Background: an optimization exercise with open tools, aiming at small area and a short achievable clock period. Do not read the settings as production practice.
In this exercise RTL edits were held to simulation tests only and were not proved equivalent to the original.
The clock port is modelled as an ideal driver; clocking choices that lean on that would not hold on a real chip.
Power figures rest on the tool's default switching activity, not on a simulated workload.

Setup of v20:
==> flow/design.v <==
`timescale 1ns/10ps
module IOTDF( clk, rst, in_en, iot_in, fn_sel, busy, valid, iot_out);
input        clk;
input        rst;
input        in_en;
input  [7:0] iot_in;
input  [2:0] fn_sel;
output     busy;
output reg valid;
output reg [127:0] iot_out;
parameter GRAY2BIN = 3'b001;
parameter FIR      = 3'b010;
assign busy = 1'b0;
reg [9:0] counter;
reg       e2;
reg       f0, f1;
reg [7:0] r1, r2;
reg       par;
reg [11:0] part;
reg [127:0] fir_q;
wire       wrap = (counter[9:6] == 4'b1111);          
wire [3:0] lo   = counter[3:0];                       
wire       e1   = (lo == 4'd0) && (counter[9:4] != 6'd0);
always @(posedge clk or posedge rst) begin
    if (rst) begin
        counter <= 10'd0;
        f0      <= 1'b1;
        f1      <= 1'b0;
        e2      <= 1'b0;
        valid   <= 1'b0;
    end else if (in_en) begin
        counter <= wrap ? 10'd0 : counter + 10'd1;
        f0      <= wrap || (lo == 4'd15);
        f1      <= !wrap && (lo == 4'd0);
        e2      <= e1;
        valid   <= ((fn_sel == GRAY2BIN) && e1) || ((fn_sel == FIR) && e2);
    end
end
function [7:0] g2b;
    input [7:0] g;
    input       p;
    integer i;
    begin
        g2b[7] = p ^ g[7];
        for (i = 6; i >= 0; i = i - 1)
            g2b[i] = g2b[i+1] ^ g[i];
    end
endfunction
wire [7:0]  pc       = f1 ? 8'd0 : r2;
wire [11:0] part_nxt = f0 ? 12'd8 :
                       ({1'b0, r1, 3'b000} + {4'b0, r1} + {3'b0, pc, 1'b0} + 12'd8);
wire [11:0] fsum     = {2'b0, r1, 2'b00} + {4'b0, r1} + part;
wire [7:0]  fir_nxt  = fsum[11:4];
always @(posedge clk) begin
    if (in_en) begin
        r1    <= iot_in;
        r2    <= r1;
        par   <= (f1 ? 1'b0 : par) ^ (^r1);
        part  <= part_nxt;
        fir_q <= {fir_q[119:0], fir_nxt};
    end
end
wire [7:0] conv_r1 = g2b(r1, par);
wire [7:0] conv_r2 = g2b(r2, 1'b0);
genvar k;
generate
    for (k = 0; k < 16; k = k + 1) begin : lane
        wire       w  = (k == 0)  ? (lo == 4'd2) :
                        (k == 15) ? e1 :
                                    (lo == k + 1);
        wire [7:0] cv = (k == 0) ? conv_r2 : conv_r1;
        always @(posedge clk) begin
            if (in_en && (e2 || w))
                iot_out[127-8*k -: 8] <= e2 ? fir_q[127-8*k -: 8] : cv;
        end
    end
endgenerate
endmodule
==> flow/config.mk <==
export PLATFORM = sky130hd
export DESIGN_NAME = IOTDF
export DESIGN_NICKNAME = IOTDF
export VERILOG_FILES = /design/flow/design.v
export SDC_FILE = /design/flow/constraint.sdc
export NUM_CORES = 4
export LEC_CHECK = 0
export CAP_MARGIN = 20
export CORE_MARGIN = 2
export CORE_UTILIZATION = 65
export CTS_BUF_LIST = sky130_fd_sc_hd__clkbuf_8 sky130_fd_sc_hd__clkbuf_16
export CTS_CLUSTER_DIAMETER = 100
export CTS_CLUSTER_SIZE = 30
export PLACE_DENSITY = 0.75
export SLEW_MARGIN = 20
==> flow/constraint.sdc <==
create_clock -name core_clock -period 10.0 [get_ports {clk}]
set_input_delay 2.0000 -clock core_clock [delete_from_list [all_inputs] [get_ports {clk}]]
set_output_delay 2.0000 -clock core_clock [all_outputs]
set_load 0.01 [all_outputs]
standard.sh (not shown) runs the stock make flow with config.mk's settings and CLKGATE_MAP_FILE= SYNTH_SCRIPT=/design/flow/synth_recipe.tcl, a recipe that flattens the netlist after the stock synthesis.
==> flow/flow/run.sh <==
#!/bin/bash
set -euo pipefail
MARGIN=$(cat flow/margin.txt)
bash standard.sh SETUP_SLACK_MARGIN=$MARGIN \
  "BUFFER_PORTS_ARGS=-buffer_cell sky130_fd_sc_hd__buf_2" \
  POST_CTS_TCL=$PWD/flow/post_cts.tcl finish > standard.log 2>&1
==> flow/flow/margin.txt <==
7.0
==> flow/flow/post_cts.tcl <==
set block [ord::get_db_block]
set root [$block findInst clkbuf_0_clk]
if {$root ne "NULL"} {
  set in_net  [[$root findITerm A] getNet]
  set out_net [[$root findITerm X] getNet]
  set loads {}
  foreach it [$out_net getITerms] {
    if {[$it getInst] ne $root} { lappend loads $it }
  }
  set nload [expr {[llength $loads] + [llength [$in_net getITerms]] - 1}]
  if {$nload <= 4} {
    foreach it $loads {
      $it disconnect
      $it connect $in_net
    }
    odb::dbInst_destroy $root
    odb::dbNet_destroy $out_net
    puts "post_cts: removed clkbuf_0_clk, clock port now drives $nload cell pins"
  } else {
    puts "post_cts: kept clkbuf_0_clk, port would drive $nload cell pins"
  }
}
Inputs modified between v20 and v10:
--- a/flow/design.v
+++ b/flow/design.v
@@ -17,7 +17,7 @@
 reg [7:0] r1, r2;
 reg       par;
 reg [11:0] part;
-reg [127:0] fir_q;
+reg [127:0] fir_n;
 wire       wrap = (counter[9:6] == 4'b1111);          
 wire [3:0] lo   = counter[3:0];                       
 wire       e1   = (lo == 4'd0) && (counter[9:4] != 6'd0);
@@ -57,7 +57,7 @@
         r2    <= r1;
         par   <= (f1 ? 1'b0 : par) ^ (^r1);
         part  <= part_nxt;
-        fir_q <= {fir_q[119:0], fir_nxt};
+        fir_n <= {fir_n[119:0], ~fir_nxt};
     end
 end
 wire [7:0] conv_r1 = g2b(r1, par);
@@ -71,7 +71,7 @@
         wire [7:0] cv = (k == 0) ? conv_r2 : conv_r1;
         always @(posedge clk) begin
             if (in_en && (e2 || w))
-                iot_out[127-8*k -: 8] <= e2 ? fir_q[127-8*k -: 8] : cv;
+                iot_out[127-8*k -: 8] <= e2 ? ~fir_n[127-8*k -: 8] : cv;
         end
     end
 endgenerate
[summary]
- Highest net fanout along the worst path, v10 and v20: larger value in v10
- v10 vs v20, total of plain and repair buffers excluding clock buffers went up by 3.1%.
- v10 — count of inverters not on the clock network in the layout about 56% lower, v20 as reference
- On overall die height: v10 sits below v20.
- v10: done, clean on timing, DRC and antenna
- The clock skew of v10 exceeds that of v20 by 4.0 ps.
- On portion of the clock cycle consumed by the worst path in the final layout, v10 and v20 are basically level.
- In v10, the switching fraction of total power came out 0.43 points above the value in v20.
- Delay of the slowest cell on the worst path up 50 ps in v10 wrt v20
- Compared with v20, v10 ends up with less cell area.
- For v20, the worst-path cell with the longest stage delay was edfxtp_1, unlike v10, where it was fa_1.
- The peak clock frequency supported by timing was comparable across v10 and v20.
- On share of the final layout cell area in multi-input gates: between v10 and v20, it ends up lower for v10.
- Going from v20 to v10, largest vdd supply drop grew slightly.

==> what the ideal ports hide <==
No port has a modelled driver above. Below, the same layouts with a new extraction and two added sets of constraints. Step 1 (the two cells are an assumption about what drives the block):
set clk [get_ports {clk}]
set_driving_cell -lib_cell sky130_fd_sc_hd__clkbuf_16 $clk
set_driving_cell -lib_cell sky130_fd_sc_hd__buf_2 [delete_from_list [all_inputs] $clk]
Step 2, shift: input delay + t, output delay - t, t = (earliest + latest rising clock arrival at the registers) / 2. This alone moves slack from input paths to output paths. Three values: ideal ports, drivers, drivers and shift; two values: the first two.
run	shift t [ns]	slack for setup (ns)	worst hold slack (ns)	worst setup path after step 2	worst register clock-pin slew, ns
v20	0.409	7.023 / 6.964 / 6.603	0.457 / 0.457 / 0.457	input to register	0.12 / 0.12
v10	0.416	7.022 / 6.981 / 6.663	0.450 / 0.450 / 0.450	input to register	0.12 / 0.12
After both steps setup and hold are still met in every run listed. The setup slack of v20, which loses most, moves by -0.059 ns with the drivers and by -0.420 ns with both steps.
